Context: an optimization exercise on an open-source flow, tuned for small area. The choices shown serve that exercise and are no tape-out recipe.
In this exercise RTL edits were held to simulation tests only and were not proved equivalent to the original.
Power and IR drop assume default switching activity.

[config.mk]
export PLATFORM = sky130hd
export DESIGN_NAME = UART_wrapper
export DESIGN_NICKNAME = UART_wrapper
export VERILOG_FILES = /design/flow/design.v
export SDC_FILE = /design/flow/constraint.sdc
export NUM_CORES = 4
export LEC_CHECK = 0
export CAP_MARGIN = 20
export CORE_MARGIN = 2
export CORE_UTILIZATION = 55
export SLEW_MARGIN = 20
[constraint.sdc]
create_clock -name core_clock -period 20.0 [get_ports {clk}]
set_input_delay 4.0000 -clock core_clock [delete_from_list [all_inputs] [get_ports {clk}]]
set_output_delay 4.0000 -clock core_clock [all_outputs]
set_load 0.01 [all_outputs]
[design.v]
`timescale 1ns / 1ps
module baud_rate_gen (clk, rst, S_tick);
    input clk, rst;
    output S_tick;
    reg [8:0] lfsr;
    assign S_tick = ~lfsr[8] & lfsr[6] & ~lfsr[4] & ~lfsr[3] & lfsr[2] & ~lfsr[1] & ~lfsr[0];
    always @ (posedge clk, posedge rst) begin
        if (rst)
            lfsr <= 9'h164;
        else
            lfsr <= {lfsr[7:0], (lfsr[8] ^ lfsr[4]) | S_tick};
    end
endmodule
`timescale 1ns / 1ps
module UART_FIFO (clk, rst, wr_en, wr_data, rd_en, rd_data, empty, full, head);
    input clk, rst, wr_en, rd_en;
    input [7:0] wr_data;
    output empty, full;
    output reg [7:0] rd_data;
    output [7:0] head;
    reg [127:0] mem;
    reg [4:0] last;
    assign empty = (last == 5'b11111);
    assign full  = (last == 5'b01111);
    assign head  = mem[{last[3:0], 3'b000} +: 8];
    wire do_wr = wr_en & ~full;
    wire do_rd = rd_en & ~empty;
    always @ (posedge clk) begin
        if (do_wr)
            mem <= {mem[119:0], wr_data};
    end
    always @ (posedge clk) begin
        if (rst) begin
            rd_data <= 8'd0;
            last <= 5'b11111;
        end
        else begin
            if (do_wr & ~do_rd)
                last <= last + 1'b1;
            else if (do_rd & ~do_wr)
                last <= last - 1'b1;
            if (do_rd)
                rd_data <= head;
        end
    end
endmodule
`timescale 1ns / 1ps
module UART_TX (clk, S_tick, tx_start, rst, din, head, tx, tx_done_tick);
    input clk, tx_start, rst;
    input S_tick;
    input [7:0] din, head;
    output tx_done_tick;
    output reg tx;
    reg active, same, ready, par;
    reg [3:0] idx, tick_count;
    assign tx_done_tick = ~active & idx[3];
    wire bit_end = S_tick & (tick_count == 4'd15);
    wire last = (idx == 4'd10);
    reg frame_bit;
    always @ (*) begin
        case (idx)
            4'd0: frame_bit = 1'b0;
            4'd1: frame_bit = din[0];
            4'd2: frame_bit = din[1];
            4'd3: frame_bit = din[2];
            4'd4: frame_bit = din[3];
            4'd5: frame_bit = din[4];
            4'd6: frame_bit = din[5];
            4'd7: frame_bit = din[6];
            4'd8: frame_bit = din[7];
            4'd9: frame_bit = par;
            default: frame_bit = 1'b1;
        endcase
    end
    always @ (posedge clk, posedge rst) begin
        if (rst) begin
            active <= 1'b0;
            same <= 1'b0;
            ready <= 1'b0;
            tx <= 1'b1;
        end
        else begin
            tx <= active ? frame_bit : 1'b1;
            ready <= ~active & same;
            if (~active & tx_start)
                same <= tx_done_tick ? (head == din) : 1'b1;
            if (~active)
                active <= tx_start & ready;
            else if (bit_end & last)
                active <= 1'b0;
        end
    end
    always @ (posedge clk) begin
        if (~active) begin
            tick_count <= 4'd0;
            idx <= 4'd0;
            par <= 1'b0;
        end
        else if (S_tick) begin
            tick_count <= tick_count + 1'b1;
            if (tick_count == 4'd15) begin
                idx <= idx + 1'b1;
                if (idx != 4'd0 && idx <= 4'd8)
                    par <= par ^ frame_bit;
            end
        end
    end
endmodule
`timescale 1ns / 1ps
module UART_RX (clk, S_tick, rst, rx, dout, rx_done_tick, parity_error, frame_error);
    parameter IDLE = 2'b00;
    parameter START = 2'b01;
    parameter SHIFT = 2'b10;
    parameter STOP = 2'b11;
    input clk, rst;
    input S_tick;
    input rx;
    output [7:0] dout;
    output reg rx_done_tick;
    output reg parity_error;
    output frame_error;
    reg [1:0] cs;
    reg [3:0] tick_count, bit_count;
    reg [7:0] data;
    reg par, start_bit;
    assign dout = data;
    wire bit_end = S_tick & (tick_count == 4'd15);
    assign frame_error = rx_done_tick & (start_bit | (cs == STOP));
    always @ (posedge clk, posedge rst) begin
        if (rst) begin
            cs <= IDLE;
            rx_done_tick <= 1'b0;
            parity_error <= 1'b0;
        end
        else begin
            rx_done_tick <= (cs == STOP) & bit_end;
            parity_error <= (cs == STOP) & par;
            case (cs)
                IDLE:  if (~rx) cs <= START;
                START: if (bit_end) cs <= SHIFT;
                SHIFT: if (bit_end & bit_count[3]) cs <= STOP;
                STOP:  if (bit_end & rx) cs <= IDLE;
            endcase
        end
    end
    always @ (posedge clk) begin
        if (cs == IDLE) begin
            tick_count <= 4'd8;
            bit_count <= 4'd0;
        end
        else if (S_tick)
            tick_count <= tick_count + 1'b1;
        if (bit_end) begin
            if (cs == START) begin
                start_bit <= rx;
                par <= 1'b0;
            end
            if (cs == SHIFT) begin
                par <= par ^ rx;
                bit_count <= bit_count + 1'b1;
                if (~bit_count[3])
                    data <= {rx, data[7:1]};
            end
        end
    end
endmodule
`timescale 1ns / 1ps
module Transmitter_TOP (clk, rst, S_tick, tx_wr_data, tx_wr_en, tx, tx_full);
    input clk, rst, S_tick, tx_wr_en;
    input [7:0] tx_wr_data;
    output tx, tx_full;
    wire tx_rd_en;
    wire [7:0] tx_rd_data, tx_head;
    wire tx_empty;
    UART_TX transmitter (.clk(clk), .S_tick(S_tick), .rst(rst), .tx_start(~tx_empty),
                         .din(tx_rd_data), .head(tx_head), .tx(tx), .tx_done_tick(tx_rd_en));
    UART_FIFO tx_fifo (.clk(clk), .rst(rst), .wr_en(tx_wr_en), .wr_data(tx_wr_data),
                       .rd_en(tx_rd_en), .rd_data(tx_rd_data), .empty(tx_empty), .full(tx_full),
                       .head(tx_head));
endmodule
`timescale 1ns / 1ps
module Receiver_TOP (clk, rst, S_tick, rx, rx_rd_en, rx_rd_data, rx_empty, rx_full, rx_parity_error, rx_frame_error);
    input clk, rst, S_tick, rx, rx_rd_en;
    output [7:0] rx_rd_data;
    output rx_empty, rx_full, rx_parity_error, rx_frame_error;
    wire rx_wr_en;
    wire [7:0] rx_wr_data;
    wire [7:0] rx_head;
    UART_RX receiver (.clk(clk), .S_tick(S_tick), .rst(rst), .rx(rx), .dout(rx_wr_data),
                      .rx_done_tick(rx_wr_en), .parity_error(rx_parity_error), .frame_error(rx_frame_error));
    UART_FIFO rx_fifo (.clk(clk), .rst(rst), .wr_en(rx_wr_en), .wr_data(rx_wr_data), .rd_en(rx_rd_en),
                       .rd_data(rx_rd_data), .empty(rx_empty), .full(rx_full), .head(rx_head));
endmodule
`timescale 1ns / 1ps
module UART_wrapper (clk, rst, rx, rx_rd_en, tx_wr_data, tx_wr_en, rx_rd_data, rx_empty, rx_full, tx, tx_full,
                     rx_parity_error, rx_frame_error);
    parameter N_BIT = 8;   
    input clk, rst;
    input rx;   
    input rx_rd_en;   
    input tx_wr_en;   
    input [N_BIT - 1 : 0] tx_wr_data;   
    output rx_empty, rx_full;   
    output tx;   
    output tx_full;   
    output rx_parity_error, rx_frame_error;   
    output [N_BIT - 1 : 0] rx_rd_data;   
    wire S_tick;   
    baud_rate_gen baud_rate_generator (.clk(clk), .rst(rst), .S_tick(S_tick));
    Transmitter_TOP tx_top (.clk(clk), .rst(rst), .S_tick(S_tick), .tx_wr_data(tx_wr_data), .tx_wr_en(tx_wr_en),
                           .tx(tx), .tx_full(tx_full));
    Receiver_TOP rx_top (.clk(clk), .rst(rst), .S_tick(S_tick), .rx(rx), .rx_rd_en(rx_rd_en), .rx_rd_data(rx_rd_data),
                         .rx_empty(rx_empty), .rx_full(rx_full), .rx_parity_error(rx_parity_error), .rx_frame_error(rx_frame_error));
endmodule
[flow/run.sh]
#!/bin/bash
# Own flow: the standard synthesis, then the standard ORFS steps with
#  - cells downsized to their smallest equivalent before placement (flow/downsize.tcl),
#  - port buffers made with buf_1,
#  - a clock tree of small clock buffers without dummy loads.
set -euo pipefail
HERE=$(pwd)
bash standard.sh synth > synth.log 2>&1
export PRE_GLOBAL_PLACE_TCL=$HERE/flow/downsize.tcl
export BUFFER_PORTS_ARGS="-buffer_cell sky130_fd_sc_hd__buf_1"
export CTS_ARGS="-sink_clustering_enable -repair_clock_nets -buf_list {sky130_fd_sc_hd__clkbuf_8} -sink_clustering_size 16 -sink_clustering_max_diameter 60 -dont_use_dummy_load"
bash standard.sh > layout.log 2>&1
[flow/downsize.tcl]
# Area recovery before placement: give every cell the smallest-area cell of the same function
# and pins (its drive strength may change; a register stays the same kind of register). Repair
# later in the flow upsizes or buffers again where slew, capacitance or timing need it.
set lib [lindex [get_libs *] 0]
sta::make_equiv_cells $lib
set dont_use_pat {probe|lpflow|clkdlybuf|dlygate|dlymetal|clkbuf|clkinv}
set saved 0.0
set n 0
foreach inst [[ord::get_db_block] getInsts] {
  set master [$inst getMaster]
  if { [$master getType] ne "CORE" } { continue }
  set name [$master getName]
  set cell [get_lib_cells -quiet $name]
  if { $cell eq "" } { continue }
  set best $name
  set best_area [expr { [$master getWidth] * [$master getHeight] }]
  foreach eq [sta::find_equiv_cells $cell] {
    set en [get_name $eq]
    if { [regexp $dont_use_pat $en] } { continue }
    set m [[ord::get_db] findMaster $en]
    if { $m eq "NULL" } { continue }
    set a [expr { [$m getWidth] * [$m getHeight] }]
    if { $a < $best_area } { set best $en; set best_area $a }
  }
  if { $best ne $name } {
    set old [expr { [$master getWidth] * [$master getHeight] }]
    set saved [expr { $saved + $old - $best_area }]
    incr n
    replace_cell [$inst getName] $best
  }
}
set dbu [[ord::get_db_block] getDbUnitsPerMicron]
puts "downsize: $n cells replaced, [expr { $saved / $dbu / $dbu }] um2 saved"
[standard.sh]
#!/bin/bash
# synth_recipe.tcl (not shown) runs the flow's synth.tcl, then flattens the netlist and writes it again
# the make line also repeats each setting of config.mk as NAME=value (left out here)
make -C /OpenROAD-flow-scripts/flow DESIGN_CONFIG=/design/flow/config.mk WORK_HOME=/design/flow/orfs CLKGATE_MAP_FILE= SYNTH_SCRIPT=/design/flow/synth_recipe.tcl "${@:-finish}"
==> qor.yml, run 1 <==
run_status:
  status: "no timing/DRC/antenna violations"
global_routing:
  antenna_found_initial: 0
  grt-ovfl-total: 0
  grt_pass1_vias: 6775
  track_usage_pct: 19.2
  grt_max_degree: 93
  grt_pass1_wl_um: 37300
die:
  die_y_um: 159
  num_rows: 56
  core_area_um2: 23500
  dieWidth_um: 159
  io_pins: 27
  dieArea_um2: 25200
  start_util_pct: 56.1
power_and_ir_drop:
  total_power_w: 0.00142
  irDropWorstVdd_v: 0.0000506
  p_leak_nw: 4.97
  power.density_nw_per_um2: 101
timing:
  setup_tns_ns: 0
  hold_viol: 0
  drv_slew: 0
  rsz0062_at_grt: "no"
  finClkSkew_ns: 0.0497
  fmax_mhz: 157
  max-slew-margin-rel_pct: 30.1
  period_needed_ns: 6.35
  worst_pin_slew_ns: 1.05
  finalSetupViolCount: 0
  holdWs_ns: 0.335
  finalCritPeriodShare_pct: 31.8
setup_path:
  path_cells: "buf_4, nand2_1, nor3_1, buf_1"
  cp_max_fo: 53
  crit_type: "reg -> out"
  r2r_slack_ns: 16.24
  worst-path-buf-inv: 2
  reg2regPathDepth: 12
  arrival_ns: 2.35
  endpoint_kind: "output port"
  endpoint: "tx_full"
  worst_r2r_endpoint: "tx_top.tx_fifo.last[4]"
  start_kind: "flop"
  timing.rr.start: "tx_top.tx_fifo.last[1]"
  required_ns: 16.00
  critPathLaunch: "tx_top.tx_fifo.last[1]"
  critical_path_depth: 4
  slowest_stage: "buf_4"
  cpPeakStageDelay_ns: 0.62
  crit_family: "buffers and inverters"
finish:
  fin_util_pct: 59.7
  syn_to_final_growth_pct: 6.49
  final_nets: 824
  antenna_cells: 0
  final_cells: 1107
  fillers: 1790
  drive_gt1_share_pct: 15.7
clock_network:
  root_buffer: "clkbuf_8"
  post_cts_resized: 0
  h-tree-depth: 1
  post-cts-setup-buffers: 0
  clk_pin_slew_ns: 0.09
  cts_hold_buf: 0
  numCtsBuffers: 30
  cts_tree: "built"
  cts.sinks: 326
  clk_path_buf_depth: 3
  clk_latency_ns: 0.58
place:
  portBuffers: 26
  dp.cells: 1077
  gp_congestion: 0.835
  dp_hpwl_um: 14400
flow_run:
  cap_violations: 0
yosys:
  ys_warn_count: 4
  ys_seq_area_share_pct: 70.5
  async_flop_share_pct: 5.21
  syn_area_per_cell_um2: 17.4
  syn_area_um2: 13200
  synth_edf_count: 266
  syn_inst: 756
  ys.flop_type: "edfxtp_1"
  synth.distinct_cells: 56
  ys_ff_latch: 326
  syn-num-nets: 790
min_path:
  hold_class: "reg -> reg"
route:
  wl_per_cell_um: 20.9
  drtAntennaViolNets: 0
  routed_wl_um: 23100
  drc_errors: 0
  viasPerCell: 5.92
  drt_iter0_markers: 563
  vias: 6549
  dr.pass1.iters: 5
-- logic make-up after synthesis --
group	synth area share, %
AOI/OAI and AO/OA	3.81
and+or+nand+nor	4.99
muxes	15.0
buffers and inverters	1.46
adders and majority gates	2.11
DFF	70.5
xor gates and xnor gates	2.13
-- area by class of cell --
class	count	area (µm²)	area share, %
Clock buffer	30	413	2.95
Sequential cell	326	9280	66.3
Inverter	13	48.8	0.348
Timing Repair Buffer	37	184	1.31
Multi-Input combinational cell	382	3680	26.3
Tap cell	319	399	2.85
-- report_power, final --
part           switching, W  internal [W]  total [W]  leakage (nW)
clock              0.000197      0.000133   0.000330         0.216
combinational      0.000140      0.000130   0.000270          1.71
sequential        0.0000330      0.000785   0.000818          3.04
-- synth_stat cells, types with 2 or more instances --
| library cell | count | area (µm²) |
|---|---|---|
| a211oi_1 | 5 | 37.5 |
| a21o_1 | 4 | 30.0 |
| a21oi_1 | 16 | 80.1 |
| a221oi_1 | 2 | 17.5 |
| a22oi_1 | 9 | 67.6 |
| a31oi_1 | 3 | 18.8 |
| and2_1 | 13 | 81.3 |
| buf_1 | 9 | 33.8 |
| buf_2 | 7 | 35.0 |
| clkbuf_1 | 18 | 67.6 |
| dfrtp_1 | 12 | 300 |
| dfstp_2 | 5 | 131 |
| dfxtp_1 | 43 | 861 |
| edfxtp_1 | 266 | 7990 |
| fa_1 | 2 | 40.0 |
| ha_1 | 19 | 238 |
| inv_1 | 11 | 41.3 |
| mux2_2 | 16 | 180 |
| mux2i_1 | 51 | 510 |
| mux4_2 | 56 | 1260 |
| nand2_1 | 41 | 154 |
| nand2b_1 | 4 | 25.0 |
| nand3_1 | 8 | 40.0 |
| nand4_1 | 6 | 37.5 |
| nor2_1 | 33 | 124 |
| nor2b_1 | 11 | 68.8 |
| nor4_1 | 3 | 18.8 |
| o211ai_1 | 8 | 60.1 |
| o21ai_0 | 9 | 45.0 |
| o221ai_1 | 4 | 35.0 |
| o22ai_1 | 5 | 31.3 |
| or3_1 | 3 | 18.8 |
| xnor2_1 | 15 | 131 |
| xor2_1 | 17 | 149 |
-- layout by cell type (no fill, tap or decap), types with 4 or more instances in the layout --
cell type	n
edfxtp_1	266
mux4_2	56
mux2i_1	51
nand2_1	41
dfxtp_1	41
nor2_1	33
clkbuf_8	30
buf_1	26
ha_1	19
xor2_1	17
mux2_2	16
a21oi_1	16
xnor2_1	15
and2_1	13
dfrtp_1	12
inv_1	11
buf_4	10
nor2b_1	9
a22oi_1	9
o211ai_1	8
nand3_1	8
o21ai_0	8
nand4_1	6
o22ai_1	5
a211oi_1	5
dfstp_2	5
nand2b_1	4
o221ai_1	4
a21o_1	4
-- registers in the layout (all words and copies together), names as in the netlist, 2 cells and up --
| signal | flops |
|---|---|
| rx_top.rx_fifo.last | 5 |
| rx_top.rx_fifo.rd_data | 8 |
| rx_top.rx_fifo.mem | 128 |
| tx_top.tx_fifo.last | 5 |
| baud_rate_generator.lfsr | 9 |
| tx_top.tx_fifo.mem | 128 |
| tx_top.tx_fifo.rd_data | 8 |
| tx_top.transmitter.idx | 4 |
| tx_top.transmitter.tick_count | 4 |
| rx_top.receiver.data | 8 |
| rx_top.receiver.tick_count | 4 |
| rx_top.receiver.bit_count | 4 |
| rx_top.receiver.cs | 2 |
-- metal layers --
metal | vias up | wire length, µm | track usage (%)
met4 | 0 | 462 | 4.29
met1 | 3382 | 11000 | 30.0
met5 | - | 0 | 0
li1 | 2992 | - | -
met3 | 31 | 1060 | 2.94
met2 | 144 | 10600 | 28.8
-- worst min path at each step --
stage | cells past startpoint | slack (ns) | start | endpoint
floorplan | 0 | 0.33 | baud_rate_generator.lfsr[7] | baud_rate_generator.lfsr[8]
global placement | 0 | 0.34 | baud_rate_generator.lfsr[7] | baud_rate_generator.lfsr[8]
detailed placement | 0 | 0.35 | baud_rate_generator.lfsr[7] | baud_rate_generator.lfsr[8]
CTS | 0 | 0.34 | baud_rate_generator.lfsr[5] | baud_rate_generator.lfsr[6]
global route | 0 | 0.34 | baud_rate_generator.lfsr[5] | baud_rate_generator.lfsr[6]
finish | 0 | 0.33 | baud_rate_generator.lfsr[5] | baud_rate_generator.lfsr[6]
-- metrics by stage --
stage	worst slack (ns)	cell area [µm²]
2_1_floorplan	8.21	13200
3_3_place_gp	13.93	13600
3_5_place_dp	13.87	13600
4_1_cts	13.57	14000
5_1_grt	13.40	14000
6_report	13.65	14000
==> run 2, diff against run 1 <==
--- a/flow/run.sh
+++ b/flow/run.sh
@@ -8,5 +8,5 @@
 bash standard.sh synth > synth.log 2>&1
 export PRE_GLOBAL_PLACE_TCL=$HERE/flow/downsize.tcl
 export BUFFER_PORTS_ARGS="-buffer_cell sky130_fd_sc_hd__buf_1"
-export CTS_ARGS="-sink_clustering_enable -repair_clock_nets -buf_list {sky130_fd_sc_hd__clkbuf_8} -sink_clustering_size 16 -sink_clustering_max_diameter 60 -dont_use_dummy_load"
+export CTS_ARGS="-sink_clustering_enable -repair_clock_nets -buf_list {sky130_fd_sc_hd__clkbuf_16} -sink_clustering_size 28 -sink_clustering_max_diameter 80 -dont_use_dummy_load"
 bash standard.sh > layout.log 2>&1
==> run 2 against run 1 <==
  * Still clean
  * Clock power increased by 2%
  * Core utilization decreased by 0.053 points
  * Synthesized cell count unchanged
  * Design area about the same
  * Via count decreased by 0.67%
  * Sequential power about the same
==> qor.yml, run 2 <==
run_status:
  status: "no timing/DRC/antenna violations"
setup_path:
  endpoint_kind: "output port"
  start_kind: "flop"
  timing.rr.start: "tx_top.tx_fifo.last[1]"
  path_cells: "buf_4, nand2_1, nor3_1, buf_1"
  cpPeakStageDelay_ns: 0.62  # about the same
  worst-path-buf-inv: 2  # unchanged
  reg2regPathDepth: 12  # unchanged
  worst_r2r_endpoint: "tx_top.tx_fifo.last[4]"
  arrival_ns: 2.26  # -0.09 ns
  slowest_stage: "buf_4"
  crit_type: "reg -> out"
  required_ns: 16.00  # about the same
  crit_family: "buffers and inverters"
  r2r_slack_ns: 16.25  # about the same
  cp_max_fo: 53  # unchanged
finish:
  antenna_cells: 0  # unchanged
  largestRegisters: "rx_top.rx_fifo.mem (128), tx_top.tx_fifo.mem (128), baud_rate_generator.lfsr (9)"
  final_nets: 810  # -1.7%
  drive_gt1_share_pct: 14.2  # -1.5 points
  fillers: 1777  # -0.73%
  final_cells: 1093  # -1.3%
  syn_to_final_growth_pct: 6.39  # about the same
  final_cell_mix: "edfxtp_1 (266), mux4_2 (56), mux2i_1 (51)"
  layout.cells.most_common: "edfxtp_1"
  regArea_um2: 9280  # unchanged
  multi_input_area_um2: 3680  # unchanged
die:
  core_area_um2: 23500  # unchanged
  io_pins: 27  # unchanged
  dieArea_um2: 25200  # unchanged
  dieWidth_um: 159  # unchanged
  die_y_um: 159  # unchanged
  num_rows: 56  # unchanged
  start_util_pct: 56.1  # unchanged
route:
  drtAntennaViolNets: 0  # unchanged
  dr.pass1.iters: 5  # unchanged
  vias: 6505  # -0.67%
  wl_per_cell_um: 21.0  # +0.65%
  viasPerCell: 5.95  # +0.60%
  routed_wl_um: 23000  # -0.62%
  drt_iter0_markers: 506  # -10%
  drc_errors: 0  # unchanged
min_path:
  min_from: "baud_rate_generator.lfsr[7]"
  min_to: "baud_rate_generator.lfsr[8]"
  min_path_cells: 0  # unchanged
  hold_class: "reg -> reg"
yosys:
  syn_area_um2: 13200  # unchanged
  synth_common_cells: "edfxtp_1 (266), mux4_2 (56), mux2i_1 (51)"
  synth_edf_count: 266  # unchanged
  syn-num-nets: 790  # unchanged
  ys_seq_area_share_pct: 70.5  # unchanged
  synth_top_cell_area_share_pct: 60.7  # unchanged
  ys_ff_latch: 326  # unchanged
  synth_top_area_cell: "edfxtp_1"
  async_flop_share_pct: 5.21  # unchanged
  yosys-top-cells-area: "edfxtp_1 (61%), mux4_2 (9.6%), dfxtp_1 (6.5%)"
  ys_warn_count: 4  # unchanged
  syn_inst: 756  # unchanged
  syn_area_per_cell_um2: 17.4  # unchanged
  synth.distinct_cells: 56  # unchanged
  yosys.cell_count.top_type: "edfxtp_1"
  ys.flop_type: "edfxtp_1"
global_routing:
  grt_pass1_wl_um: 36800  # -1.2%
  antenna_found_initial: 0  # unchanged
  track_usage_pct: 18.9  # -0.23 points
  grt_max_degree: 93  # unchanged
  grt_pass1_vias: 6641  # -2.0%
  grt-ovfl-total: 0  # unchanged
timing:
  finalCritPeriodShare_pct: 31.3  # -0.44 points
  fmax_mhz: 160  # +1.4%
  drv_slew: 0  # unchanged
  finClkSkew_ns: 0.0516  # +0.00194 ns
  max-slew-margin-rel_pct: 30.2  # +0.14 points
  hold_viol: 0  # unchanged
  setup_tns_ns: 0  # unchanged
  worst_pin_slew_ns: 1.05  # -0.00205 ns
  rsz0062_at_grt: "no"
  period_needed_ns: 6.26  # -0.0879 ns
  finalSetupViolCount: 0  # unchanged
power_and_ir_drop:
  power.density_nw_per_um2: 102  # +0.49%
  power_frac_seq_pct: 57.5  # -0.2 points
  irDropWorstVdd_v: 0.0000680  # +34%
  clkPwrFrac_pct: 23.6  # +0.3 points
  intPower_w: 0.00106  # +1.1%
  p_leak_nw: 4.95  # -0.37%
  switching_share_pct: 25.6  # -0.48 points
  power_frac_comb_pct: 18.9  # about the same
  p_sw_w: 0.000365  # -1.4%
flow_run:
  cap_violations: 0  # unchanged
clock_network:
  clk_pin_slew_ns: 0.10  # about the same
  cts.sinks: 326  # unchanged
  clk_latency_ns: 0.50  # -0.08 ns
  post_cts_resized: 0  # unchanged
  numCtsBuffers: 16  # -47%
  post-cts-setup-buffers: 0  # unchanged
  clk_path_buf_depth: 3  # unchanged
  root_buffer: "clkbuf_16"
  h-tree-depth: 1  # unchanged
  cts_hold_buf: 0  # unchanged
  cts_tree: "built"
place:
  dp_hpwl_um: 14400  # unchanged
  portBuffers: 26  # unchanged
  gp_congestion: 0.835  # unchanged
  dp.cells: 1077  # unchanged
run 2: changes by cell type in the layout (fill, tap and decap cells not counted), sizes merged:
cell / delta
clkbuf: -14
run 2: metrics by stage:
step / total power (W) / util, % / area [µm²] / setup WS [ns] / hold WS, ns
after floorplan: 0.00104 / - / 13200 / 8.21 / 0.333
after global placement: 0.00110 / 57.9 / 13600 / 13.93 / 0.340
after detailed placement: 0.00111 / 57.9 / 13600 / 13.87 / 0.346
after CTS: 0.00144 / 59.6 / 14000 / 13.66 / 0.371
after global routing: 0.00149 / 59.6 / 14000 / 13.50 / 0.374
final: 0.00142 / 59.6 / 14000 / 13.74 / 0.368
run 2: cell families after synthesis:
group | after synthesis | synth area share, %
buf+inv | 48 | 1.46
fa+ha+maj | 21 | 2.11
flops | 326 | 70.5
xor+xnor | 32 | 2.13
compound gates | 74 | 3.81
mux | 124 | 15.0
simple gates | 131 | 4.99
run 2: area by class of cell:
| type | instances | area share, % |
|---|---|---|
| Inverter | 13 | 0.349 |
| Sequential cell | 326 | 66.3 |
| Tap cell | 319 | 2.85 |
| Clock buffer | 16 | 2.86 |
| Timing Repair Buffer | 37 | 1.31 |
| Multi-Input combinational cell | 382 | 26.3 |
run 2: power groups by stage:
stage / registers, W / clock network [W] / logic (W)
after floorplan: 0.000821 / 0 / 0.000217
after global placement: 0.000831 / 0 / 0.000269
after detailed placement: 0.000833 / 0 / 0.000273
after CTS: 0.000819 / 0.000350 / 0.000275
after global routing: 0.000824 / 0.000370 / 0.000297
final: 0.000818 / 0.000336 / 0.000270
run 2: worst max-delay path by stage:
stage / cells after the start / startpoint / to / slack [ns]
3_3_place_gp: 11 / rx_rd_en / rx_top.rx_fifo.last[4] / 13.93
6_report: 4 / tx_top.tx_fifo.last[1] / tx_full / 13.74
5_1_grt: 4 / tx_top.tx_fifo.last[1] / tx_full / 13.50
3_5_place_dp: 11 / rx_rd_en / rx_top.rx_fifo.last[4] / 13.87
2_1_floorplan: 9 / tx_wr_en / tx_top.tx_fifo.last[4] / 8.21
4_1_cts: 4 / tx_top.tx_fifo.last[1] / tx_full / 13.66
run 2: layer usage:
layer	vias to the layer above	track usage, %	share of wire (%)
met2	119	28.9	46
met1	3395	29.5	48
met4	0	3.43	1.5
met5	-	0	0
met3	26	2.94	4.2
li1	2965	-	-
==> run 3, diff against run 2 <==
--- a/config.mk
+++ b/config.mk
@@ -7,5 +7,5 @@
 export LEC_CHECK = 0
 export CAP_MARGIN = 20
 export CORE_MARGIN = 2
-export CORE_UTILIZATION = 55
+export CORE_UTILIZATION = 70
 export SLEW_MARGIN = 20
==> run 3 against run 2 <==
  * Clock skew down 0.017 ns
  * Synthesized area unchanged
  * Die area is 21% lower
  * Critical path type unchanged
  * Still clean
  * Worst hold slack worse by 0.038 ns
==> qor.yml, run 3 <==
yosys:
  yosys.cell_count.top_type: "edfxtp_1"
  synth_common_cells: "edfxtp_1 (266), mux4_2 (56), mux2i_1 (51)"
  synth_top_cell_area_share_pct: 60.7  # unchanged
  synth.distinct_cells: 56  # unchanged
  syn-num-nets: 790  # unchanged
  async_flop_share_pct: 5.21  # unchanged
  synth_top_area_cell: "edfxtp_1"
  ys_warn_count: 4  # unchanged
  ys_ff_latch: 326  # unchanged
  syn_area_per_cell_um2: 17.4  # unchanged
  ys.flop_type: "edfxtp_1"
  yosys-top-cells-area: "edfxtp_1 (61%), mux4_2 (9.6%), dfxtp_1 (6.5%)"
  ys_seq_area_share_pct: 70.5  # unchanged
  syn_area_um2: 13200  # unchanged
  synth_edf_count: 266  # unchanged
  syn_inst: 756  # unchanged
timing:
  period_needed_ns: 6.26  # -0.00700 ns
  max-slew-margin-rel_pct: 32.0  # +1.8 points
  fmax_mhz: 160  # +0.11%
  drv_slew: 0  # unchanged
  hold_viol: 0  # unchanged
  finalSetupViolCount: 0  # unchanged
  worst_pin_slew_ns: 1.02  # -0.0270 ns
  finClkSkew_ns: 0.0344  # -0.0172 ns
  finalCritPeriodShare_pct: 31.3  # -0.035 points
  setup_tns_ns: 0  # unchanged
  holdWs_ns: 0.330  # -0.0376 ns
  rsz0062_at_grt: "no"
global_routing:
  grt_max_degree: 86  # -7.5%
  grt_pass1_vias: 6510  # -2.0%
  track_usage_pct: 22.1  # +3.2 points
  antenna_found_initial: 0  # unchanged
  grt-ovfl-total: 0  # unchanged
  grt_pass1_wl_um: 34800  # -5.4%
setup_path:
  crit_type: "reg -> out"
  worst-path-buf-inv: 2  # unchanged
  crit_family: "buffers and inverters"
  cpPeakStageDelay_ns: 0.65  # +0.03 ns
  endpoint_kind: "output port"
  slowest_stage: "buf_4"
  start_kind: "flop"
  path_cells: "buf_4, nand2_1, nor3_1, buf_1"
  cp_max_fo: 53  # unchanged
  arrival_ns: 2.26  # about the same
  required_ns: 16.00  # about the same
clock_network:
  clk_pin_slew_ns: 0.12  # +0.02 ns
  cts_tree: "built"
  root_buffer: "clkbuf_16"
  h-tree-depth: 1  # unchanged
  numCtsBuffers: 15  # -1
  clk_latency_ns: 0.50  # about the same
  post-cts-setup-buffers: 0  # unchanged
  cts_hold_buf: 0  # unchanged
  clk_path_buf_depth: 3  # unchanged
  cts.sinks: 326  # unchanged
  post_cts_resized: 0  # unchanged
finish:
  layout.cells.most_common: "edfxtp_1"
  final_nets: 809  # -0.12%
  antenna_cells: 0  # unchanged
  final_area_um2: 13900  # -0.85%
  syn_to_final_growth_pct: 5.49
  final_cells: 1007  # -7.9%
  drive_gt1_share_pct: 14.2  # +0.018 points
  fin_util_pct: 74.7  # +15 points
  largestRegisters: "rx_top.rx_fifo.mem (128), tx_top.tx_fifo.mem (128), baud_rate_generator.lfsr (9)"
  final_cell_mix: "edfxtp_1 (266), mux4_2 (56), mux2i_1 (51)"
  fillers: 1128  # -37%
route:
  vias: 6495  # -0.15%
  viasPerCell: 6.45  # +8.4%
  drt_iter0_markers: 636  # +26%
  drc_errors: 0  # unchanged
  routed_wl_um: 21600  # -6.0%
  wl_per_cell_um: 21.4  # +2.0%
  drtAntennaViolNets: 0  # unchanged
  dr.pass1.iters: 5  # unchanged
die:
  dieArea_um2: 19900  # -21%
  core_area_um2: 18600  # -21%
  dieWidth_um: 141  # -11%
  start_util_pct: 70.8  # +15 points
  num_rows: 50  # -11%
  die_y_um: 141  # -11%
  io_pins: 27  # unchanged
place:
  post_dp_cell_area_um2: 13500  # -0.84%
  dp_hpwl_um: 13300  # -7.3%
  gp_congestion: 0.775  # -7.2%
  portBuffers: 26  # unchanged
  dp.cells: 991  # -8.0%
flow_run:
  cap_violations: 0  # unchanged
power_and_ir_drop:
  power.density_nw_per_um2: 101  # -0.64%
  switching_share_pct: 25.2  # -0.43 points
  p_leak_nw: 4.94  # -0.17%
  power_frac_seq_pct: 58.3  # +0.8 points
  clkPwrFrac_pct: 22.7  # -0.9 points
  irDropWorstVdd_v: 0.0000721  # +6.1%
  p_sw_w: 0.000353  # -3.1%
  power_frac_comb_pct: 19.1  # +0.2 points
  intPower_w: 0.00105  # -0.91%
run_status:
  status: "no timing/DRC/antenna violations"
min_path:
  hold_class: "reg -> reg"
## run 3: path summary, 6_finish.rpt
kind	start	end	slack [ns]	cells after the start
worst max register to register	tx_top.tx_fifo.last[1]	tx_top.tx_fifo.last[4]	16.26	13
worst max-delay path	tx_top.tx_fifo.last[1]	tx_full	13.74	4
worst min register to register	baud_rate_generator.lfsr[5]	baud_rate_generator.lfsr[6]	0.33	0
max in group asynchronous	rst	rx_top.receiver.rx_done_tick	15.77	3
worst min-delay path	baud_rate_generator.lfsr[5]	baud_rate_generator.lfsr[6]	0.33	0
min in group asynchronous	rst	baud_rate_generator.lfsr[4]	3.79	3
## run 3: stage by stage
stage          setup WS, ns  power (W)
5_1_grt               13.56    0.00146
4_1_cts               13.66    0.00142
6_report              13.74    0.00140
3_3_place_gp          13.54    0.00109
3_5_place_dp          13.44    0.00110
2_1_floorplan          8.21    0.00104
## run 3: kinds of logic (layout without fill, tap and decap cells)
logic type,count (synthesis),count (layout),share of synthesized area (%)
simple gates,131,131,4.99
mux,124,124,15.0
buf+inv,48,65,1.46
xor+xnor,32,32,2.13
fa+ha+maj,21,21,2.11
flops,326,326,70.5
compound gates,74,74,3.81
## run 3: routing by layer
| layer | up-vias | global-route usage, % | share of wire [%] |
|---|---|---|---|
| met1 | 3349 | 35.7 | 48 |
| met3 | 24 | 2.75 | 4.8 |
| met5 | - | 0 | 0 |
| li1 | 2964 | - | - |
| met2 | 158 | 33.6 | 46 |
| met4 | 0 | 4.26 | 1.3 |
## run 3: power groups by stage
stage	clock (W)	combinational (W)	sequential, W
6_report	0.000318	0.000267	0.000817
5_1_grt	0.000346	0.000292	0.000823
4_1_cts	0.000328	0.000270	0.000817
3_5_place_dp	0	0.000269	0.000831
3_3_place_gp	0	0.000263	0.000829
2_1_floorplan	0	0.000217	0.000821
## run 3: final cells by class
cell class	instances	area, µm²	area share [%]
Timing Repair Buffer	37	193	1.39
Clock buffer	15	375	2.70
Tap cell	234	293	2.11
Inverter	13	48.8	0.352
Multi-Input combinational cell	382	3690	26.6
Sequential cell	326	9280	66.9
## run 3: worst reg2reg max path, stage by stage (launching register included)
cell and delay [ns]:
dfxtp_2 0.34, buf_4 0.65, nand2_1 0.17, nor3_1 0.42, nor2b_4 0.07, buf_4 0.35, ha_1 0.40, inv_1 0.14
ha_1 0.29, a21o_1 0.20, a21oi_1 0.17, xnor2_1 0.09, or3_1 0.30, nand3_1 0.08
==> run 4, diff against run 3 <==
--- a/flow/downsize.tcl
+++ b/flow/downsize.tcl
@@ -1,6 +1,8 @@
 # Area recovery before placement: give every cell the smallest-area cell of the same function
 # and pins (its drive strength may change; a register stays the same kind of register). Repair
 # later in the flow upsizes or buffers again where slew, capacitance or timing need it.
+# Synthesis buffers go first; repair adds back only those that slew and capacitance need.
+remove_buffers
 set lib [lindex [get_libs *] 0]
 sta::make_equiv_cells $lib
 set dont_use_pat {probe|lpflow|clkdlybuf|dlygate|dlymetal|clkbuf|clkinv}
--- a/config.mk
+++ b/config.mk
@@ -5,7 +5,8 @@
 export SDC_FILE = /design/flow/constraint.sdc
 export NUM_CORES = 4
 export LEC_CHECK = 0
-export CAP_MARGIN = 20
+export CAP_MARGIN = 10
 export CORE_MARGIN = 2
-export CORE_UTILIZATION = 70
-export SLEW_MARGIN = 20
+export CORE_UTILIZATION = 55
+export GPL_TIMING_DRIVEN = 0
+export SLEW_MARGIN = 10
==> run 4 against run 3 <==
  * Still clean on timing, DRC and antenna
  * Die area increased by 26%
  * Clock skew increased by 0.018 ns
  * Synthesized cell count unchanged
  * Wire length increased by 4.7%
  * First-iteration DRC count decreased by 17%
  * Clock power increased by 4%
  * Sequential share of layout area decreased by 1.4 points
  * Critical path depth decreased by 1
  * Core utilization decreased by 14 points
  * Design area increased by 2.2%
  * Non-clock buffer count increased by 1
  * Critical endpoint unchanged
  * Largest cell class unchanged
==> qor.yml, run 4 <==
clock_network:
  h-tree-depth: 1  # unchanged
  numCtsBuffers: 16  # +1
  root_buffer: "clkbuf_16"
  cts.sinks: 326  # unchanged
  clk_pin_slew_ns: 0.10  # -0.02 ns
  clk_path_buf_depth: 3  # unchanged
  post-cts-setup-buffers: 0  # unchanged
  clk_latency_ns: 0.49  # about the same
  post_cts_resized: 0  # unchanged
  cts_hold_buf: 0  # unchanged
  cts_tree: "built"
global_routing:
  grt_busiest_layer: "met1"
  grt_pass1_wl_um: 36000  # +3.4%
  antenna_found_initial: 0  # unchanged
  grt-ovfl-total: 0  # unchanged
  grtUsageMet1_pct: 29.4  # -6.2 points
  grt_pass1_vias: 6519  # +0.14%
  met3_usage_pct: 2.69  # -0.057 points
  met2_usage_pct: 27.5  # -6.2 points
  track_usage_pct: 18.5  # -3.6 points
  grt_max_degree: 41  # -52%
power_and_ir_drop:
  irDropWorstVdd_v: 0.0000782  # +8.4%
  power.density_nw_per_um2: 100  # -0.68%
  total_power_w: 0.00142  # +1.5%
  p_leak_nw: 5.02  # +1.7%
yosys:
  syn_area_um2: 13200  # unchanged
  async_flop_share_pct: 5.21  # unchanged
  syn_inst: 756  # unchanged
  synth_xor_area_share_pct: 2.13  # unchanged
  ys.flop_type: "edfxtp_1"
  ys_warn_count: 4  # unchanged
  yosys.area_share.simple_pct: 4.99  # unchanged
  synth_top_area_cell: "edfxtp_1"
  syn-num-nets: 790  # unchanged
  synthMuxAreaShare_pct: 15.0  # unchanged
  synth_common_cells: "edfxtp_1 (266), mux4_2 (56), mux2i_1 (51)"
  yosys.cell_count.top_type: "edfxtp_1"
  synth.distinct_cells: 56  # unchanged
  yosys-top-cells-area: "edfxtp_1 (61%), mux4_2 (9.6%), dfxtp_1 (6.5%)"
  synth_top_family_by_area: "multiplexers"
  yosys.area_share.adder_pct: 2.11  # unchanged
  ys_ff_latch: 326  # unchanged
  ys_seq_area_share_pct: 70.5  # unchanged
  synth_edf_count: 266  # unchanged
  synth_top_cell_area_share_pct: 60.7  # unchanged
  synth-compound-area-share_pct: 3.81  # unchanged
  syn_area_per_cell_um2: 17.4  # unchanged
route:
  drt_iter0_markers: 526  # -17%
  wl_per_cell_um: 20.7  # -3.6%
  vias: 6472  # -0.35%
  viasPerCell: 5.92  # -8.3%
  routed_wl_um: 22600  # +4.7%
  drtAntennaViolNets: 0  # unchanged
  dr.pass1.iters: 5  # unchanged
  drc_errors: 0  # unchanged
timing:
  finClkSkew_ns: 0.0528  # +0.0183 ns
  setup_tns_ns: 0  # unchanged
  holdWs_ns: 0.365  # +0.0349 ns
  finalSetupViolCount: 0  # unchanged
  rsz0062_at_grt: "no"
  fmax_mhz: 159  # -0.45%
  worst_pin_slew_ns: 0.944  # -0.0754 ns
  drv_slew: 0  # unchanged
  finalCritPeriodShare_pct: 31.4  # +0.14 points
  period_needed_ns: 6.29  # +0.0282 ns
  max-slew-margin-rel_pct: 37.0  # +4.9 points
  hold_viol: 0  # unchanged
die:
  num_rows: 56  # +12%
  die_y_um: 159  # +12%
  io_pins: 27  # unchanged
  dieWidth_um: 159  # +12%
  core_area_um2: 23500  # +26%
  dieArea_um2: 25200  # +26%
  start_util_pct: 56.1  # -15 points
setup_path:
  required_ns: 16.00  # about the same
  r2r_slack_ns: 16.26  # about the same
  cp_max_fo: 20  # -62%
  endpoint_kind: "output port"
  crit_type: "reg -> out"
  start_kind: "flop"
  arrival_ns: 2.29  # +0.03 ns
finish:
  antenna_cells: 0  # unchanged
  syn_to_final_growth_pct: 7.85
  final_cells: 1094  # +8.6%
  drive_gt1_share_pct: 14.8  # +0.61 points
  final_area_um2: 14200  # +2.2%
  final_nets: 811  # +0.25%
  layout.cells.most_common: "edfxtp_1"
  largestRegisters: "rx_top.rx_fifo.mem (128), tx_top.tx_fifo.mem (128), baud_rate_generator.lfsr (9)"
  final_cell_mix: "edfxtp_1 (266), mux4_2 (56), mux2i_1 (51)"
place:
  gp_congestion: 0.844  # +9.0%
  portBuffers: 26  # unchanged
  dp.cells: 1078  # +8.8%
  dp_hpwl_um: 14300  # +7.4%
  post_dp_cell_area_um2: 13800  # +2.3%
min_path:
  hold_class: "reg -> reg"
run_status:
  status: "no timing/DRC/antenna violations"
flow_run:
  cap_violations: 0  # unchanged
==> run 4: cell counts after synthesis <==
Identical to the previous run, type by type.
==> run 4: cells by family (layout without fill, tap and decap cells) <==
kind of cell | after synthesis | after routing
DFF | 326 | 326
and+or+nand+nor | 131 | 131
muxes | 124 | 124
adders and majority gates | 21 | 21
buffers and inverters | 48 | 67
xor gates and xnor gates | 32 | 32
AOI/OAI and AO/OA | 74 | 74
==> run 4: area by class of cell <==
type	instances	area, µm²
Sequential cell	326	9290
Inverter	13	48.8
Tap cell	319	399
Fill cell	1753	9280
Clock buffer	16	400
Timing Repair Buffer	38	364
Multi-Input combinational cell	382	3690
==> run 4: power breakdown <==
group / switching [W] / internal (W)
Combinational: 0.000114 / 0.000134
Clock: 0.000186 / 0.000144
Sequential: 0.0000610 / 0.000785
Total: 0.000361 / 0.00106
==> run 4: path summary, 6_finish.rpt <==
| path | start | end | cells after the start |
|---|---|---|---|
| setup reg to reg | tx_top.tx_fifo.last[0] | tx_top.tx_fifo.last[4] | 12 |
| hold / removal | baud_rate_generator.lfsr[5] | baud_rate_generator.lfsr[6] | 0 |
| max in group asynchronous | rst | rx_top.receiver.cs[0] | 2 |
| min in group asynchronous | rst | baud_rate_generator.lfsr[0] | 2 |
| hold reg to reg | baud_rate_generator.lfsr[5] | baud_rate_generator.lfsr[6] | 0 |
| setup / recovery | tx_top.tx_fifo.last[0] | tx_full | 3 |
==> run 4: metal layers <==
layer,share of wire (%),vias up
li1,-,2970
met1,48,3341
met2,45,133
met3,4.5,28
met4,1.9,0
met5,0,-
==> run 4: critical path, stage by stage, from the launching register on <==
cell,delay (ns)
dfxtp_1,0.95
nand2_1,0.15
nor3_1,0.47
buf_1,0.21
==> run 4: per-stage QoR <==
stage | util [%] | setup slack [ns]
after floorplan | - | 8.21
after global placement | 57.5 | 6.23
after detailed placement | 58.7 | 13.35
after CTS | 60.4 | 13.68
after global routing | 60.4 | 13.54
final | 60.4 | 13.71
==> run 5, diff against run 4 <==
--- a/flow/run.sh
+++ b/flow/run.sh
@@ -8,5 +8,5 @@
 bash standard.sh synth > synth.log 2>&1
 export PRE_GLOBAL_PLACE_TCL=$HERE/flow/downsize.tcl
 export BUFFER_PORTS_ARGS="-buffer_cell sky130_fd_sc_hd__buf_1"
-export CTS_ARGS="-sink_clustering_enable -repair_clock_nets -buf_list {sky130_fd_sc_hd__clkbuf_16} -sink_clustering_size 28 -sink_clustering_max_diameter 80 -dont_use_dummy_load"
+export CTS_ARGS="-sink_clustering_enable -repair_clock_nets -buf_list {sky130_fd_sc_hd__clkbuf_16} -sink_clustering_size 34 -sink_clustering_max_diameter 100 -dont_use_dummy_load"
 bash standard.sh > layout.log 2>&1
--- a/flow/downsize.tcl
+++ b/flow/downsize.tcl
@@ -1,8 +1,6 @@
 # Area recovery before placement: give every cell the smallest-area cell of the same function
 # and pins (its drive strength may change; a register stays the same kind of register). Repair
 # later in the flow upsizes or buffers again where slew, capacitance or timing need it.
-# Synthesis buffers go first; repair adds back only those that slew and capacitance need.
-remove_buffers
 set lib [lindex [get_libs *] 0]
 sta::make_equiv_cells $lib
 set dont_use_pat {probe|lpflow|clkdlybuf|dlygate|dlymetal|clkbuf|clkinv}
--- a/config.mk
+++ b/config.mk
@@ -5,8 +5,7 @@
 export SDC_FILE = /design/flow/constraint.sdc
 export NUM_CORES = 4
 export LEC_CHECK = 0
-export CAP_MARGIN = 10
+export CAP_MARGIN = 20
 export CORE_MARGIN = 2
 export CORE_UTILIZATION = 55
-export GPL_TIMING_DRIVEN = 0
-export SLEW_MARGIN = 10
+export SLEW_MARGIN = 20
==> run 5 against run 4 <==
  * Sequential share of layout area grew 1.2 points
  * Clock power shrank 7.9%
  * Core utilization shrank 1.1 points
  * Non-clock buffer count shrank 1
  * Via count grew 0.42%
  * Critical endpoint unchanged
  * Total power shrank 2.3%
  * Setup slack gained 0.014 ns
  * Clock skew shrank 0.023 ns
  * Register-to-register slack lost 0.02 ns
  * Global-route usage grew 0.26 points
  * Die area is the same
  * First-iteration DRC count grew 8.4%
==> qor.yml, run 5 <==
finish:
  final_cell_mix: "edfxtp_1 (266), mux4_2 (56), mux2i_1 (51)"
  fillers: 1786  # +1.9%
  layout.cells.most_common: "edfxtp_1"
  final_nets: 807  # -0.49%
  drive_gt1_share_pct: 13.9  # -0.96 points
  largestRegisters: "rx_top.rx_fifo.mem (128), tx_top.tx_fifo.mem (128), baud_rate_generator.lfsr (9)"
  antenna_cells: 0  # unchanged
  syn_to_final_growth_pct: 5.82
yosys:
  async_flop_share_pct: 5.21  # unchanged
  ys_seq_area_share_pct: 70.5  # unchanged
  syn_area_um2: 13200  # unchanged
  synth.distinct_cells: 56  # unchanged
  yosys-top-cells-area: "edfxtp_1 (61%), mux4_2 (9.6%), dfxtp_1 (6.5%)"
  synth_common_cells: "edfxtp_1 (266), mux4_2 (56), mux2i_1 (51)"
  yosys.cell_count.top_type: "edfxtp_1"
  synth_top_cell_area_share_pct: 60.7  # unchanged
  ys_warn_count: 4  # unchanged
  syn-num-nets: 790  # unchanged
  ys_ff_latch: 326  # unchanged
  ys.flop_type: "edfxtp_1"
  synth_top_area_cell: "edfxtp_1"
  syn_area_per_cell_um2: 17.4  # unchanged
  syn_inst: 756  # unchanged
  synth_edf_count: 266  # unchanged
setup_path:
  path_cells: "buf_4, nand2_1, nor3_1, buf_1"
  arrival_ns: 2.27  # -0.02 ns
  reg2regPathDepth: 12  # unchanged
  start_kind: "flop"
  cp_max_fo: 53  # +170%
  endpoint_kind: "output port"
  crit_family: "buffers and inverters"
  critical_path_depth: 4  # +1
  worst-path-buf-inv: 2  # +1
  slowest_stage: "buf_4"
  required_ns: 16.00  # about the same
  cpPeakStageDelay_ns: 0.62  # -0.33 ns
  crit_type: "reg -> out"
flow_run:
  cap_violations: 0  # unchanged
route:
  drt_iter0_markers: 570  # +8.4%
  viasPerCell: 5.96  # +0.79%
  drc_errors: 0  # unchanged
  wl_per_cell_um: 21.1  # +1.9%
  vias: 6499  # +0.42%
  routed_wl_um: 22900  # +1.5%
  dr.pass1.iters: 5  # unchanged
  drtAntennaViolNets: 0  # unchanged
timing:
  finalSetupViolCount: 0  # unchanged
  worst_pin_slew_ns: 1.05  # +0.110 ns
  finClkSkew_ns: 0.0302  # -0.0226 ns
  finalCritPeriodShare_pct: 31.4  # -0.072 points
  max-slew-margin-rel_pct: 29.7  # -7.3 points
  holdWs_ns: 0.360  # -0.00503 ns
  rsz0062_at_grt: "no"
  period_needed_ns: 6.27  # -0.0145 ns
  hold_viol: 0  # unchanged
  drv_slew: 0  # unchanged
  setup_tns_ns: 0  # unchanged
  fmax_mhz: 159  # +0.23%
global_routing:
  grt_pass1_wl_um: 36600  # +1.6%
  grt_max_degree: 93  # +130%
  grt_pass1_vias: 6582  # +0.97%
  track_usage_pct: 18.8  # +0.26 points
  antenna_found_initial: 0  # unchanged
  grt-ovfl-total: 0  # unchanged
clock_network:
  h-tree-depth: 1  # unchanged
  post-cts-setup-buffers: 0  # unchanged
  root_buffer: "clkbuf_16"
  cts_tree: "built"
  clk_path_buf_depth: 3  # unchanged
  cts.sinks: 326  # unchanged
  post_cts_resized: 0  # unchanged
  clk_latency_ns: 0.50  # about the same
  clk_pin_slew_ns: 0.12  # +0.02 ns
  numCtsBuffers: 13  # -3
  cts_hold_buf: 0  # unchanged
place:
  portBuffers: 26  # unchanged
  gp_congestion: 0.835  # -1.1%
  dp_hpwl_um: 14400  # +0.43%
min_path:
  min_path_cells: 0  # unchanged
  hold_class: "reg -> reg"
power_and_ir_drop:
  irDropWorstVdd_v: 0.0000558  # -29%
  power_frac_comb_pct: 19.4  # +2.0 points
  p_sw_w: 0.000359  # -0.58%
  clkPwrFrac_pct: 21.8  # -1.4 points
  power.density_nw_per_um2: 100  # -0.38%
  p_leak_nw: 4.91  # -2.2%
  switching_share_pct: 25.8  # +0.43 points
  power_frac_seq_pct: 58.8  # -0.6 points
  intPower_w: 0.00103  # -2.8%
run_status:
  status: "no timing/DRC/antenna violations"
die:
  dieArea_um2: 25200  # unchanged
  core_area_um2: 23500  # unchanged
  num_rows: 56  # unchanged
  start_util_pct: 56.1  # unchanged
  dieWidth_um: 159  # unchanged
  die_y_um: 159  # unchanged
  io_pins: 27  # unchanged
run 5: cell count changes in the layout (fill, tap and decap cells not counted):
| cell | before | now |
|---|---|---|
| buf_4 | 1 | 10 |
| buf_12 | 6 | 0 |
| buf_16 | 5 | 0 |
| clkbuf_16 | 16 | 13 |
| dfxtp_1 | 39 | 41 |
| dfxtp_4 | 2 | 0 |
| buf_1 | 25 | 26 |
| buf_6 | 0 | 1 |
| clkbuf_2 | 1 | 0 |
| o21ai_1 | 0 | 1 |
| o21ai_2 | 1 | 0 |
run 5: cell type report:
type | count | area (µm²) | area share (%)
Inverter | 13 | 48.8 | 0.350
Clock buffer | 13 | 325 | 2.34
Multi-Input combinational cell | 382 | 3680 | 26.4
Timing Repair Buffer | 37 | 184 | 1.32
Sequential cell | 326 | 9280 | 66.7
Tap cell | 319 | 399 | 2.87
run 5: path summary, 6_finish.rpt:
check	to	slack, ns	start
hold reg to reg	baud_rate_generator.lfsr[6]	0.36	baud_rate_generator.lfsr[5]
max in group asynchronous	rx_top.receiver.rx_done_tick	15.78	rst
setup reg to reg	tx_top.tx_fifo.last[4]	16.24	tx_top.tx_fifo.last[1]
setup / recovery	tx_full	13.73	tx_top.tx_fifo.last[1]
hold / removal	baud_rate_generator.lfsr[6]	0.36	baud_rate_generator.lfsr[5]
min in group asynchronous	baud_rate_generator.lfsr[0]	3.79	rst
run 5: per-layer routing:
metal	vias up	wire, µm	global-route usage [%]
met5	-	0	0
met4	0	230	2.96
met3	17	891	2.59
met2	98	10700	28.5
met1	3423	11200	29.9
li1	2961	-	-
run 5: logic make-up (layout without fill, tap and decap cells):
group	Yosys count	count (layout)	share of synthesized area (%)
AOI/OAI and AO/OA	74	74	3.81
xor gates and xnor gates	32	32	2.13
adders and majority gates	21	21	2.11
buffers and inverters	48	63	1.46
DFF	326	326	70.5
muxes	124	124	15.0
and+or+nand+nor	131	131	4.99
run 5: worst reg2reg max path: cells and delay by family (launching register included):
family	cells	cell delay [ns]
fa+ha+maj	2	0.71
compound gates	3	0.58
flops	1	0.33
buf+inv	2	0.73
simple gates	4	1.22
xor+xnor	1	0.09
run 5: through the flow:
step,cell area (µm²),power (W),setup slack (ns),std cells,util (%)
final,13900,0.00139,13.73,1090,59.3
after global routing,13900,0.00146,13.48,1090,59.3
after CTS,13900,0.00141,13.67,1090,59.3
after detailed placement,13600,0.00111,13.87,1077,57.9
after global placement,13600,0.00110,13.93,1077,57.9
after floorplan,13200,0.00104,8.21,756,-
run 5: power groups by stage:
| stage | Combinational, W | Sequential, W | Clock, W |
|---|---|---|---|
| floorplan | 0.000217 | 0.000821 | 0 |
| global placement | 0.000269 | 0.000831 | 0 |
| detailed placement | 0.000273 | 0.000833 | 0 |
| CTS | 0.000275 | 0.000818 | 0.000317 |
| global route | 0.000297 | 0.000824 | 0.000340 |
| finish | 0.000270 | 0.000818 | 0.000304 |
==> run 6, diff against run 5 <==
--- a/config.mk
+++ b/config.mk
@@ -7,5 +7,5 @@
 export LEC_CHECK = 0
 export CAP_MARGIN = 20
 export CORE_MARGIN = 2
-export CORE_UTILIZATION = 55
+export CORE_UTILIZATION = 70
 export SLEW_MARGIN = 20
==> run 6 against run 5 <==
  * Design area down 0.67%
  * Global-route usage up 3.2 points
  * Cell count down 7.8%
  * Clock skew down 0.011 ns
  * Maximum frequency about the same
  * Combinational power about the same
  * Count of clock-buffer cells in the layout unchanged
  * Via count about the same
  * Sequential power about the same
  * Setup slack better by 0.00060 ns
  * Critical path type unchanged
==> qor.yml, run 6 <==
power_and_ir_drop:
  power.density_nw_per_um2: 100  # about the same
  p_leak_nw: 4.92  # about the same
  irDropWorstVdd_v: 0.0000846  # +51%
clock_network:
  post_cts_resized: 0  # unchanged
  clk_pin_slew_ns: 0.12  # about the same
  cts_hold_buf: 0  # unchanged
  clk_path_buf_depth: 3  # unchanged
  clk_latency_ns: 0.49  # about the same
  cts.sinks: 326  # unchanged
  cts_tree: "built"
  h-tree-depth: 1  # unchanged
  post-cts-setup-buffers: 0  # unchanged
  root_buffer: "clkbuf_16"
  numCtsBuffers: 13  # unchanged
timing:
  worst_pin_slew_ns: 1.01  # -0.0431 ns
  fmax_mhz: 159  # about the same
  period_needed_ns: 6.27  # -0.000600 ns
  finalSetupViolCount: 0  # unchanged
  holdWs_ns: 0.368  # +0.00836 ns
  rsz0062_at_grt: "no"
  hold_viol: 0  # unchanged
  drv_slew: 0  # unchanged
  finClkSkew_ns: 0.0191  # -0.0111 ns
  max-slew-margin-rel_pct: 32.6  # +2.9 points
  setup_tns_ns: 0  # unchanged
  finalCritPeriodShare_pct: 31.4  # about the same
yosys:
  synth_common_cells: "edfxtp_1 (266), mux4_2 (56), mux2i_1 (51)"
  ys_seq_area_share_pct: 70.5  # unchanged
  yosys.cell_count.top_type: "edfxtp_1"
  synth.distinct_cells: 56  # unchanged
  synth_top_area_cell: "edfxtp_1"
  synth_top_cell_area_share_pct: 60.7  # unchanged
  syn-num-nets: 790  # unchanged
  syn_inst: 756  # unchanged
  syn_area_um2: 13200  # unchanged
  async_flop_share_pct: 5.21  # unchanged
  ys_ff_latch: 326  # unchanged
  synth_edf_count: 266  # unchanged
  ys_warn_count: 4  # unchanged
  yosys-top-cells-area: "edfxtp_1 (61%), mux4_2 (9.6%), dfxtp_1 (6.5%)"
  syn_area_per_cell_um2: 17.4  # unchanged
  ys.flop_type: "edfxtp_1"
route:
  viasPerCell: 6.47  # +8.5%
  vias: 6500  # +0.015%
  drc_errors: 0  # unchanged
  dr.pass1.iters: 7  # +2
  routed_wl_um: 21600  # -6.0%
  wl_per_cell_um: 21.5  # +2.0%
  drt_iter0_markers: 700  # +23%
  drtAntennaViolNets: 0  # unchanged
finish:
  final_cell_mix: "edfxtp_1 (266), mux4_2 (56), mux2i_1 (51)"
  final_nets: 807  # unchanged
  final_cells: 1005  # -7.8%
  largestRegisters: "rx_top.rx_fifo.mem (128), tx_top.tx_fifo.mem (128), baud_rate_generator.lfsr (9)"
  antenna_cells: 0  # unchanged
  drive_gt1_share_pct: 14.0  # +0.13 points
  final_area_um2: 13800  # -0.67%
  syn_to_final_growth_pct: 5.11
  layout.cells.most_common: "edfxtp_1"
setup_path:
  crit_type: "reg -> out"
  endpoint_kind: "output port"
  required_ns: 16.00  # about the same
  start_kind: "flop"
  arrival_ns: 2.27  # about the same
  cp_max_fo: 53  # unchanged
die:
  die_y_um: 141  # -11%
  dieArea_um2: 19900  # -21%
  num_rows: 50  # -11%
  io_pins: 27  # unchanged
  start_util_pct: 70.8  # +15 points
  core_area_um2: 18600  # -21%
  dieWidth_um: 141  # -11%
place:
  gp_congestion: 0.775  # -7.2%
  post_dp_cell_area_um2: 13500  # -0.84%
  dp_hpwl_um: 13300  # -7.3%
  dp.cells: 991  # -8.0%
  portBuffers: 26  # unchanged
min_path:
  hold_class: "reg -> reg"
global_routing:
  track_usage_pct: 22.0  # +3.2 points
  grt-ovfl-total: 0  # unchanged
  grt_pass1_wl_um: 34600  # -5.6%
  grt_pass1_vias: 6414  # -2.6%
  grt_max_degree: 86  # -7.5%
  antenna_found_initial: 0  # unchanged
run_status:
  status: "no timing/DRC/antenna violations"
flow_run:
  cap_violations: 0  # unchanged
-- run 6: changes by cell type in the layout (fill, tap and decap cells not counted) --
| cell | change |
|---|---|
| buf_12 | +1 |
| buf_6 | -1 |
| o21ai_1 | -1 |
| o21ai_2 | +1 |
-- run 6: report_power, final --
group | internal, W | switching (W)
sequential | 0.000785 | 0.0000327
combinational | 0.000129 | 0.000138
clock | 0.000119 | 0.000180
-- run 6: cell families after synthesis --
group,synth area share (%)
flops,70.5
simple gates,4.99
mux,15.0
compound gates,3.81
buf+inv,1.46
xor+xnor,2.13
fa+ha+maj,2.11
-- run 6: through the flow --
stage	worst slack, ns	util [%]	total power, W
global placement	13.54	72.5	0.00109
floorplan	8.21	-	0.00104
finish	13.73	74.4	0.00138
CTS	13.66	74.3	0.00140
global route	13.55	74.4	0.00144
detailed placement	13.44	72.5	0.00110
-- run 6: area by class of cell --
| type | count | area (µm²) |
|---|---|---|
| sequential | 326 | 9280 |
| clock buffer | 13 | 325 |
| tap | 234 | 293 |
| fill | 1127 | 4750 |
| inverter | 13 | 48.8 |
| multi-input combinational | 382 | 3690 |
| timing repair buffer | 37 | 193 |
-- run 6: path summary, 6_finish.rpt --
path / start / endpoint / cells past startpoint / slack, ns
max: tx_top.tx_fifo.last[1] / tx_full / 4 / 13.73
min: baud_rate_generator.lfsr[3] / baud_rate_generator.lfsr[4] / 0 / 0.37
max reg2reg: tx_top.tx_fifo.last[1] / tx_top.tx_fifo.last[4] / 13 / 16.27
min reg2reg: baud_rate_generator.lfsr[3] / baud_rate_generator.lfsr[4] / 0 / 0.37
max in group asynchronous: rst / rx_top.receiver.cs[1] / 3 / 15.78
min in group asynchronous: rst / baud_rate_generator.lfsr[0] / 3 / 3.80
-- run 6: layer usage --
| layer | wire length [µm] | global-route usage, % | up-vias |
|---|---|---|---|
| met1 | 10200 | 35.5 | 3395 |
| met3 | 934 | 3.33 | 14 |
| met5 | 0 | 0 | - |
| met4 | 255 | 3.11 | 0 |
| li1 | - | - | 2951 |
| met2 | 10100 | 33.6 | 140 |
-- run 6: worst max-delay path, cell delays in order, from the launching register on --
cell     delay [ns]
dfxtp_2        0.33
buf_4          0.65
nand2_1        0.16
nor3_1         0.44
buf_1          0.20
==> run 7, diff against run 6 <==
--- a/flow/run.sh
+++ b/flow/run.sh
@@ -8,5 +8,5 @@
 bash standard.sh synth > synth.log 2>&1
 export PRE_GLOBAL_PLACE_TCL=$HERE/flow/downsize.tcl
 export BUFFER_PORTS_ARGS="-buffer_cell sky130_fd_sc_hd__buf_1"
-export CTS_ARGS="-sink_clustering_enable -repair_clock_nets -buf_list {sky130_fd_sc_hd__clkbuf_16} -sink_clustering_size 34 -sink_clustering_max_diameter 100 -dont_use_dummy_load"
+export CTS_ARGS="-sink_clustering_enable -repair_clock_nets -buf_list {sky130_fd_sc_hd__clkbuf_4 sky130_fd_sc_hd__clkbuf_8} -sink_clustering_size 12 -sink_clustering_max_diameter 60 -dont_use_dummy_load"
 bash standard.sh > layout.log 2>&1
--- a/config.mk
+++ b/config.mk
@@ -7,5 +7,5 @@
 export LEC_CHECK = 0
 export CAP_MARGIN = 20
 export CORE_MARGIN = 2
-export CORE_UTILIZATION = 70
+export CORE_UTILIZATION = 40
 export SLEW_MARGIN = 20
==> run 7 against run 6 <==
  * Via count barely moved
  * Count of clock-buffer cells in the layout rose by 21
  * Wire length rose by 6.1%
  * Setup slack got worse by 0.014 ns
  * Worst hold slack got worse by 0.011 ns
  * Core utilization fell by 31 points
  * Synthesized cell count did not move
  * Total power rose by 4.2%
  * First-iteration DRC count fell by 11%
  * Sequential power barely moved
  * Global-route usage fell by 8.2 points
  * Register-to-register slack barely moved
==> qor.yml, run 7 <==
run_status:
  status: "no timing/DRC/antenna violations"
finish:
  antenna_cells: 0  # unchanged
  final_nets: 828  # +2.6%
  layout.cells.most_common: "edfxtp_1"
  final_area_um2: 14200  # +2.8%
  fillers: 2854  # +150%
  regArea_um2: 9280  # unchanged
  largestRegisters: "rx_top.rx_fifo.mem (128), tx_top.tx_fifo.mem (128), baud_rate_generator.lfsr (9)"
  drive_gt1_share_pct: 16.2  # +2.2 points
  syn_to_final_growth_pct: 8.05
  multi_input_area_um2: 3680  # -0.10%
power_and_ir_drop:
  p_leak_nw: 5.00  # +1.6%
  clkPwrFrac_pct: 24.8  # +3.2 points
  intPower_w: 0.00107  # +3.3%
  power_frac_seq_pct: 56.8  # -2.3 points
  power_frac_comb_pct: 18.4  # -0.9 points
  power.density_nw_per_um2: 101  # +1.4%
  total_power_w: 0.00144  # +4.2%
  p_sw_w: 0.000375  # +6.8%
  switching_share_pct: 26.0  # +0.64 points
  irDropWorstVdd_v: 0.0000510  # -40%
global_routing:
  grt-ovfl-total: 0  # unchanged
  grt_pass1_vias: 6578  # +2.6%
  grt_max_degree: 70  # -19%
  grt_pass1_wl_um: 37100  # +7.3%
  antenna_found_initial: 0  # unchanged
  track_usage_pct: 13.8  # -8.2 points
setup_path:
  start_kind: "flop"
  crit_type: "reg -> out"
  required_ns: 16.00  # about the same
  arrival_ns: 2.28  # about the same
  path_cells: "nand4_1, nor2_1, buf_1"
  slowest_stage: "dfxtp_1"
  endpoint_kind: "output port"
  cp_max_fo: 11  # -79%
  cpPeakStageDelay_ns: 0.80  # +0.15 ns
timing:
  finalCritPeriodShare_pct: 31.4  # +0.069 points
  holdWs_ns: 0.358  # -0.0107 ns
  drv_slew: 0  # unchanged
  fmax_mhz: 159  # -0.22%
  finClkSkew_ns: 0.0522  # +0.0331 ns
  worst_pin_slew_ns: 0.914  # -0.0967 ns
  period_needed_ns: 6.28  # +0.0139 ns
  finalSetupViolCount: 0  # unchanged
  hold_viol: 0  # unchanged
  max-slew-margin-rel_pct: 38.7  # +6.1 points
  rsz0062_at_grt: "no"
  setup_slack_ns: 13.72  # -0.0139 ns
die:
  die_y_um: 185  # +31%
  core_area_um2: 32500  # +75%
  num_rows: 66  # +32%
  start_util_pct: 40.5  # -30 points
  io_pins: 27  # unchanged
  dieArea_um2: 34400  # +73%
  dieWidth_um: 185  # +31%
clock_network:
  h-tree-depth: 2  # +1
  clk_pin_slew_ns: 0.08  # -0.04 ns
  post_cts_resized: 0  # unchanged
  cts_hold_buf: 0  # unchanged
  numCtsBuffers: 34  # +21
  clk_path_buf_depth: 3  # unchanged
  post-cts-setup-buffers: 0  # unchanged
  clk_latency_ns: 0.54  # +0.05 ns
  root_buffer: "clkbuf_8"
  cts_tree: "built"
  cts.sinks: 326  # unchanged
yosys:
  synth_top_area_cell: "edfxtp_1"
  synth_edf_count: 266  # unchanged
  yosys.area_share.adder_pct: 2.11  # unchanged
  synth_common_cells: "edfxtp_1 (266), mux4_2 (56), mux2i_1 (51)"
  syn-num-nets: 790  # unchanged
  syn_area_um2: 13200  # unchanged
  synth_top_family_by_area: "multiplexers"
  ys_warn_count: 4  # unchanged
  synth-compound-area-share_pct: 3.81  # unchanged
  ys_seq_area_share_pct: 70.5  # unchanged
  ys.flop_type: "edfxtp_1"
  async_flop_share_pct: 5.21  # unchanged
  synthMuxAreaShare_pct: 15.0  # unchanged
  synth_top_cell_area_share_pct: 60.7  # unchanged
  syn_inst: 756  # unchanged
  yosys.cell_count.top_type: "edfxtp_1"
  synth_xor_area_share_pct: 2.13  # unchanged
  yosys.area_share.simple_pct: 4.99  # unchanged
  yosys-top-cells-area: "edfxtp_1 (61%), mux4_2 (9.6%), dfxtp_1 (6.5%)"
  syn_area_per_cell_um2: 17.4  # unchanged
  synth.distinct_cells: 56  # unchanged
place:
  portBuffers: 26  # unchanged
  gp_congestion: 0.755  # -2.5%
  post_dp_cell_area_um2: 13700  # +2.0%
  pre_cts_slack_ns: 13.90  # +0.455 ns
  dp_hpwl_um: 13800  # +3.2%
route:
  wl_per_cell_um: 18.5  # -14%
  viasPerCell: 5.27  # -19%
  routed_wl_um: 22900  # +6.1%
  drtAntennaViolNets: 0  # unchanged
  drc_errors: 0  # unchanged
  dr.pass1.iters: 4  # -3
  vias: 6502  # +0.031%
  drt_iter0_markers: 625  # -11%
flow_run:
  cap_violations: 0  # unchanged
min_path:
  hold_class: "reg -> reg"
## run 7: cell count changes in the layout (fill, tap and decap cells not counted), sizes merged
cell,before,now
clkbuf,13,34
## run 7: layout make-up
class                      count  share of cell area [%]
tap                          442                    3.89
multi-input combinational    382                    25.9
timing repair buffer          37                    1.27
clock buffer                  34                    3.29
inverter                      13                   0.343
sequential                   326                    65.3
## run 7: metrics by stage
stage          util [%]  instances
5_1_grt            43.8       1234
3_3_place_gp       42.4       1200
6_report           43.8       1234
3_5_place_dp       42.4       1200
4_1_cts            43.8       1234
2_1_floorplan         -        756
## run 7: cell families after synthesis
kind of cell | count (synthesis)
DFF | 326
and+or+nand+nor | 131
muxes | 124
AOI/OAI and AO/OA | 74
buffers and inverters | 48
xor gates and xnor gates | 32
adders and majority gates | 21
## run 7: worst max-delay path, delay by kind of cell (launching register included)
kind	cells	cell delay [ns]
DFF	1	0.80
and+or+nand+nor	2	0.73
buffers and inverters	1	0.21
## run 7: power by group through the flow
stage | clock network [W] | logic (W) | registers (W)
finish | 0.000357 | 0.000265 | 0.000819
global route | 0.000402 | 0.000292 | 0.000825
CTS | 0.000375 | 0.000270 | 0.000819
detailed placement | 0 | 0.000269 | 0.000833
global placement | 0 | 0.000269 | 0.000832
floorplan | 0 | 0.000217 | 0.000821
## run 7: final timing paths
kind	start	endpoint	slack (ns)	cells after the start
min reg2reg	baud_rate_generator.lfsr[5]	baud_rate_generator.lfsr[6]	0.36	0
max in group asynchronous	rst	tx_top.transmitter.ready	15.74	3
min	baud_rate_generator.lfsr[5]	baud_rate_generator.lfsr[6]	0.36	0
max	rx_top.rx_fifo.last[2]	rx_full	13.72	3
max reg2reg	rx_top.rx_fifo.last[2]	rx_top.rx_fifo.last[4]	16.28	12
min in group asynchronous	rst	baud_rate_generator.lfsr[7]	3.81	3
## run 7: metal layers
layer	wire, µm	track usage (%)
met1	11700	21.7
met2	9910	19.7
met5	0	0
met4	438	3.75
met3	877	2.30
